What follows belongs to an exercise in optimizing a design on an open flow for small area, a short achievable clock period and few clock cycles; a production flow would make more cautious choices.
RTL that was checked went through simulation tests only; none was proved equivalent to the original.
Power figures rest on the tool's default switching activity, not on a simulated workload.

oak:
Design FinalCPU, start of the top module:
module FinalCPU(
	output	wire	[31:0]	imem_addr,
	output	wire			wb_valid,
	output	wire	[4:0]	wb_addr,
	output	wire	[31:0]	wb_data,
	input	wire	[31:0]	imem_data,
	input	wire			rst,
	input	wire			clk
);
	reg [29:0] pc;
	always @(posedge clk) begin
		if (rst) pc <= 30'd0;
		else     pc <= pc + 30'd1;
	end
	assign imem_addr = {pc, 2'b00};
	wire [31:0] ir = imem_data;
	wire        d_valid = !rst;
	wire [5:0] op    = ir[31:26];
	wire [4:0] rs    = ir[25:21];
	wire [4:0] rt    = ir[20:16];
	wire [4:0] rd    = ir[15:11];
	wire [4:0] shamt = ir[10:6];
	wire [5:0] fn    = ir[5:0];
	wire [15:0] imm  = ir[15:0];
	wire is_r    = (op == 6'h00);
	wire is_addi = (op == 6'h0C);
	wire is_subi = (op == 6'h0D);
	wire is_sw   = (op == 6'h10);
	wire is_lw   = (op == 6'h11);
	wire f_add = is_r && (fn == 6'h0B);
	wire f_sub = is_r && (fn == 6'h0D);
	wire f_or  = is_r && (fn == 6'h25);
	wire f_srl = is_r && (fn == 6'h02);
	wire [4:0] d_dst = is_r ? rd : rt;
	wire d_wen = d_valid && (is_r || is_addi || is_subi || is_lw) && (d_dst != 5'd0);
	wire d_use_rt = is_r || is_sw;
	reg [31:0] e_a, e_b;
	reg [4:0]  e_shamt;
	reg [6:0]  e_off0, e_off1, e_off2, e_off3;
	reg        e_addsub, e_sub, e_or, e_srl, e_ld;
	reg        e_wen, e_sw;
	reg [4:0]  e_dst;
	reg        w_wen;
	reg [4:0]  w_dst;
	reg [31:0] w_data;
	wire [31:0] rs_val, rt_val;	 
	RF Register_File(
		.src_data(rs_val),
		.tar_data(rt_val),
		.src_addr(rs),
		.tar_addr(rt),
		.tar_use(d_use_rt),
		.tar_alt({{16{imm[15]}}, imm}),
		.dst_addr(w_dst),
		.dst_data(w_data),
		.reg_write(w_wen),
		.clk(clk)
	);
	always @(posedge clk) begin
		e_a     <= rs_val;
		e_b     <= rt_val;
		e_shamt <= shamt;
		e_off0  <= imm[6:0] + 7'd3;
		e_off1  <= imm[6:0] + 7'd2;
		e_off2  <= imm[6:0] + 7'd1;
		e_off3  <= imm[6:0];
		e_addsub <= f_add || f_sub || is_addi || is_subi;
		e_sub   <= f_sub || is_subi;
		e_or    <= f_or;
		e_srl   <= f_srl;
  ...
Settings: LEC_CHECK=0, CAP_MARGIN=20, CORE_MARGIN=2, CORE_UTILIZATION=55, CTS_CLUSTER_DIAMETER=80, CTS_CLUSTER_SIZE=24, SETUP_SLACK_MARGIN=4.7, SLEW_MARGIN=20, SYNTH_HIERARCHICAL=1, SYNTH_MINIMUM_KEEP_SIZE=0, TNS_END_PERCENT=0; clock period 8.0 ns.
standard.sh (not shown) runs the stock make flow with config.mk's settings and CLKGATE_MAP_FILE= SYNTH_SCRIPT=/design/flow/synth_recipe.tcl, a recipe that flattens the netlist after the stock synthesis.
==> flow/flow/run.sh <==
#!/bin/bash
# Layout flow: the standard flow, with one extra step before floorplanning
# (flow/downsize.tcl, run by ORFS's PRE_FLOORPLAN_TCL hook) that returns each
# combinational cell to its smallest size; timing repair then upsizes where
# needed. Each step's full output goes to a log file here.
set -euo pipefail
W=$(pwd)
bash standard.sh synth > synth.log 2>&1
bash standard.sh floorplan PRE_FLOORPLAN_TCL="$W/flow/downsize.tcl" > floorplan.log 2>&1
bash standard.sh finish > layout.log 2>&1
test -f out/final.def
==> flow/flow/downsize.tcl <==
# Swap each combinational cell (not buffers, inverters or flip-flops) for the
# smallest-area cell of the same function and footprint family. Synthesis maps
# the small gate modules of this design one at a time and sizes each for an
# assumed load; the timing repair that follows upsizes where timing needs it.
set swapped 0
set saved 0.0
foreach inst [get_cells *] {
  set lc [get_lib_cells -of_objects $inst]
  set name [get_name $lc]
  if {![regexp {^sky130_fd_sc_hd__([a-z0-9]+)_([0-9]+)$} $name -> base drive]} { continue }
  if {[regexp {^(df|edf|sdf|dl|sdl|buf|inv|clk|conb|tap|fill|decap|dly|probe|lpflow|ebuf|einv|bufinv|bufbuf|macro|diode)} $base]} { continue }
  set best $lc
  set best_area [get_property $lc area]
  foreach cand [get_lib_cells sky130_fd_sc_hd__${base}_*] {
    if {![regexp "^sky130_fd_sc_hd__${base}_\[0-9\]+\$" [get_name $cand]]} { continue }
    if {[get_property $cand dont_use]} { continue }
    set a [get_property $cand area]
    if {$a < $best_area} { set best $cand; set best_area $a }
  }
  if {$best ne $lc} {
    set saved [expr {$saved + [get_property $lc area] - $best_area}]
    replace_cell $inst $best
    incr swapped
  }
}
puts "downsize: swapped $swapped cells, saved [format %.1f $saved] um2"
oak: flow completed, timing, DRC and antenna clean
> inputs changed (oak -> pine)
# oak
export LEC_CHECK = 0
export CAP_MARGIN = 20
export CORE_MARGIN = 2
export CORE_UTILIZATION = 55
export CTS_CLUSTER_DIAMETER = 80
export CTS_CLUSTER_SIZE = 24
export SETUP_SLACK_MARGIN = 4.7
export SLEW_MARGIN = 20
export SYNTH_HIERARCHICAL = 1
export SYNTH_MINIMUM_KEEP_SIZE = 0
export TNS_END_PERCENT = 0
create_clock -name core_clock -period 8.0 [get_ports {clk}]
# pine
export LEC_CHECK = 0
export CAP_MARGIN = 20
export CORE_MARGIN = 2
export CORE_UTILIZATION = 55
export CTS_CLUSTER_DIAMETER = 80
export CTS_CLUSTER_SIZE = 24
export SETUP_SLACK_MARGIN = 5
export SLEW_MARGIN = 20
export SYNTH_HIERARCHICAL = 1
export SYNTH_MINIMUM_KEEP_SIZE = 0
export TNS_END_PERCENT = 0
create_clock -name core_clock -period 8.0 [get_ports {clk}]
### Flow results
pine went all the way through the flow, and no timing, DRC or antenna check failed.
Changes observed in pine relative to oak: met2 track demand over resource in global routing shows an increase of 0.89 points, slew at the pin closest to its max-slew limit increased by 0.033 ns relative to the old numbers, switching component of the power picked up an extra about 5.4%, DRC violation total after the first TritonRoute iteration increased about 0.7%, final non-filler cell area rose by 3.2%.
The faster design of the two is pine; oak tops out lower.
Looking at proportion of cell area occupied by multi-input gates, pine sits 1.2 points above oak.
Inputs modified between pine and birch:
--- a/flow/flow/run.sh
+++ b/flow/flow/run.sh
@@ -4,3 +4,5 @@
 # combinational cell to its smallest size; timing repair then upsizes where
-# needed. Each step's full output goes to a log file here.
+# needed. The timing repair right after clock-tree synthesis is skipped; the
+# one after global routing remains. Each step's full output goes to a log
+# file here.
 set -euo pipefail
@@ -9,3 +11,3 @@
 bash standard.sh floorplan PRE_FLOORPLAN_TCL="$W/flow/downsize.tcl" > floorplan.log 2>&1
-bash standard.sh finish > layout.log 2>&1
+bash standard.sh finish SKIP_CTS_REPAIR_TIMING=1 > layout.log 2>&1
 test -f out/final.def
Notes after the runs:
- birch closes out successfully: all stages finished, all timing, DRC and antenna checks passed.
- Reported for pine and birch, deepest level of the CTS H-tree turned out identical to the last digit.
- Relative to pine, post-route minimum period has gone up in birch.
- met2 usage in global routing was higher in pine than in birch.
- Routed length per placed instance ended up 1.9% lower on birch than on pine.
- Per the comparison of birch with pine, global-route usage fell 1.7 points, final non-filler cell total has decreased, routed wire length now smaller, first-pass iteration count of the detailed router held, final design area excluding fillers has decreased.
- On cell depth of the worst setup path: between pine and birch, it ends up lower for birch.
- When the final numbers for pine and birch were put side by side, the DRC violation total after the first TritonRoute iteration turned out to be smaller in birch.
Function was not checked in any run of this note: the RTL went through the layout flow alone.

========
job 9676:
FinalCPU, a different RTL version from the one above (not shown whole).
For scale: ~6,300 cells after synthesis.
export LEC_CHECK = 0
export CAP_MARGIN = 20
export CORE_MARGIN = 2
export CORE_UTILIZATION = 55
export CTS_CLUSTER_DIAMETER = 80
export CTS_CLUSTER_SIZE = 24
export SETUP_SLACK_MARGIN = 5
export SLEW_MARGIN = 20
export SYNTH_HIERARCHICAL = 1
export SYNTH_MINIMUM_KEEP_SIZE = 0
export TNS_END_PERCENT = 4
create_clock -name core_clock -period 8.0 [get_ports {clk}]
==> flow/flow/run.sh <==
#!/bin/bash
# Layout flow: the standard flow, with one extra step before floorplanning
# (flow/downsize.tcl, run by ORFS's PRE_FLOORPLAN_TCL hook) that returns each
# combinational cell to its smallest size; timing repair then upsizes where
# needed. Each step's full output goes to a log file here.
set -euo pipefail
W=$(pwd)
bash standard.sh synth > synth.log 2>&1
bash standard.sh floorplan PRE_FLOORPLAN_TCL="$W/flow/downsize.tcl" > floorplan.log 2>&1
bash standard.sh finish > layout.log 2>&1
test -f out/final.def
Scripts as last shown in full above: flow/flow/downsize.tcl
Job 9676 finished end to end and its layout was clean on timing, DRC and antenna.
Testbench counts of job 9676, summed over its fixed seeds: cycles 4,616.
Relative to job 9676, the following input files were edited for job 5354:
# job 9676
export LEC_CHECK = 0
export CAP_MARGIN = 20
export CORE_MARGIN = 2
export CORE_UTILIZATION = 55
export CTS_CLUSTER_DIAMETER = 80
export CTS_CLUSTER_SIZE = 24
export SETUP_SLACK_MARGIN = 5
export SLEW_MARGIN = 20
export SYNTH_HIERARCHICAL = 1
export SYNTH_MINIMUM_KEEP_SIZE = 0
export TNS_END_PERCENT = 4
create_clock -name core_clock -period 8.0 [get_ports {clk}]
# job 5354
export LEC_CHECK = 0
export CAP_MARGIN = 20
export CORE_MARGIN = 2
export CORE_UTILIZATION = 55
export CTS_CLUSTER_DIAMETER = 80
export CTS_CLUSTER_SIZE = 24
export SETUP_SLACK_MARGIN = 5
export SLEW_MARGIN = 20
export SYNTH_HIERARCHICAL = 1
export SYNTH_MINIMUM_KEEP_SIZE = 0
export TNS_END_PERCENT = 10
create_clock -name core_clock -period 8.0 [get_ports {clk}]
==> comparison <==
Final critical-path share of the clock period ends up lower on job 5354.
Job 9676 → job 5354: fraction of area in multi-input gates -0.77 points; data arrival time of the worst path -70 ps; total power picked up an extra about 0.4%.
Higher post-route standard cell area excluding fillers goes to job 9676 over job 5354.
Job 5354 vs job 9676: total routed wirelength down slightly
Higher clock latency on the worst-skew pair was reported by job 9676, not job 5354.
Input-level comparison between job 4230 and job 5354:
# job 5354
export LEC_CHECK = 0
export CAP_MARGIN = 20
export CORE_MARGIN = 2
export CORE_UTILIZATION = 55
export CTS_CLUSTER_DIAMETER = 80
export CTS_CLUSTER_SIZE = 24
export SETUP_SLACK_MARGIN = 5
export SLEW_MARGIN = 20
export SYNTH_HIERARCHICAL = 1
export SYNTH_MINIMUM_KEEP_SIZE = 0
export TNS_END_PERCENT = 10
create_clock -name core_clock -period 8.0 [get_ports {clk}]
# job 4230
export LEC_CHECK = 0
export CAP_MARGIN = 20
export CORE_MARGIN = 2
export CORE_UTILIZATION = 55
export CTS_CLUSTER_DIAMETER = 80
export CTS_CLUSTER_SIZE = 24
export SETUP_SLACK_MARGIN = 5
export SLEW_MARGIN = 20
export SYNTH_HIERARCHICAL = 1
export SYNTH_MINIMUM_KEEP_SIZE = 0
export TNS_END_PERCENT = 0
create_clock -name core_clock -period 8.0 [get_ports {clk}]
### Flow results
Job 4230 | status: complete | timing, DRC, antenna: pass. First element of the critical path: ir[20] -> job 4230, Data_Memory.b1.fwd -> job 5354. [compare] base=job 5354 new=job 4230: proportion of power drawn by flip-flops and latches climbed 1.5 points; worst-path maximum fanout climbed 26; total power draw dropped 3.0%; worst hold slack dropped 42 ps; setup slack climbed 10 ps.
Relative to job 4230, the following input files were edited for job 9582:
==> flow/flow/run.sh <==
#!/bin/bash
# Layout flow: the standard flow with two extra steps, run through ORFS's
# step hooks:
#  - before floorplanning (flow/downsize.tcl): each combinational cell goes
#    back to its smallest size; timing repair then upsizes where needed;
#  - at the end of global routing (flow/post_grt.tcl): a second timing repair
#    of all endpoints within 0.15 ns of the worst.
# Each step's full output goes to a log file here.
set -euo pipefail
W=$(pwd)
bash standard.sh synth > synth.log 2>&1
bash standard.sh floorplan PRE_FLOORPLAN_TCL="$W/flow/downsize.tcl" > floorplan.log 2>&1
bash standard.sh grt POST_GLOBAL_ROUTE_TCL="$W/flow/post_grt.tcl" > grt.log 2>&1
bash standard.sh finish > layout.log 2>&1
test -f out/final.def
==> flow/flow/post_grt.tcl (new file) <==
# After ORFS's own repair at global routing: repair every endpoint whose slack
# is within 0.15 ns of the worst, so that the near-critical paths (which the
# repair of the single worst path leaves as they are) get some margin before
# detailed routing changes the parasitics. Then re-route the changed nets and
# rewrite the route guides, as global_route.tcl does.
estimate_parasitics -global_routing
set wns [worst_slack -max]
set margin [expr {$wns + 0.15}]
puts "post_grt: worst slack $wns, repairing endpoints below [format %.3f $margin]"
repair_timing -setup -setup_margin $margin -repair_tns 100 -match_cell_footprint -verbose
global_route -start_incremental
detailed_placement
global_route -end_incremental -congestion_report_file $::env(REPORTS_DIR)/congestion_post_grt_hook.rpt
estimate_parasitics -global_routing
puts "post_grt: worst slack now [worst_slack -max]"
write_guides $::env(RESULTS_DIR)/route.guide
Notes after the runs:
On job 9582: total of fill cells in the finished design is 2.9% lower than what job 4230 gave. Cmp job 9582 and job 4230 / number of nets in the finished design / higher: job 9582. Re clock period minus final worst setup slack: job 9582 is 250 ps up on job 4230. Looking at startpoint of the most critical setup path, the ir[21] result is from job 9582; the ir[20] one comes from job 4230. Going from job 4230 to job 9582, register-to-register slack shrinks by 250 ps.

==> static timing again, ports no longer ideal <==
The flow's constraints put no driver on any port. The routed layouts listed below were extracted and timed again, unchanged, in two steps.
Step 1 sets driving cells, clkbuf_16 on the clock port and buf_2 on the other inputs (assumed; they add their load-dependent delay and slew).
Step 2 also shifts input and output timing later by t, the mid clock arrival at the registers, as if the neighbouring blocks saw the same clock.
Slacks: no drivers / after step 1 / after step 2; pairs: no drivers / after step 1.
run	t (ns)	slack for setup (ns)	hold slack, ns	worst setup path at the end
oak	0.915	4.429 / 4.454 / 3.571	0.475 / 0.475 / 0.475	input to register
pine	0.930	4.655 / 4.655 / 3.843	0.473 / 0.473 / 0.473	input to register
birch	0.924	4.568 / 4.561 / 3.704	0.476 / 0.476 / 0.476	input to register
job 9676	0.924	4.585 / 4.585 / 4.585	0.384 / 0.384 / 0.384	register to register
job 5354	0.903	4.695 / 4.695 / 4.695	0.390 / 0.390 / 0.390	register to register
job 4230	0.911	4.705 / 4.705 / 4.705	0.348 / 0.348 / 0.348	register to register
job 9582	0.907	4.453 / 4.453 / 4.453	0.350 / 0.350 / 0.350	register to register
After both steps setup and hold are still met in every run listed. For birch, which loses most, drivers alone change the setup slack by -0.007 ns; drivers and shift together by -0.864 ns.
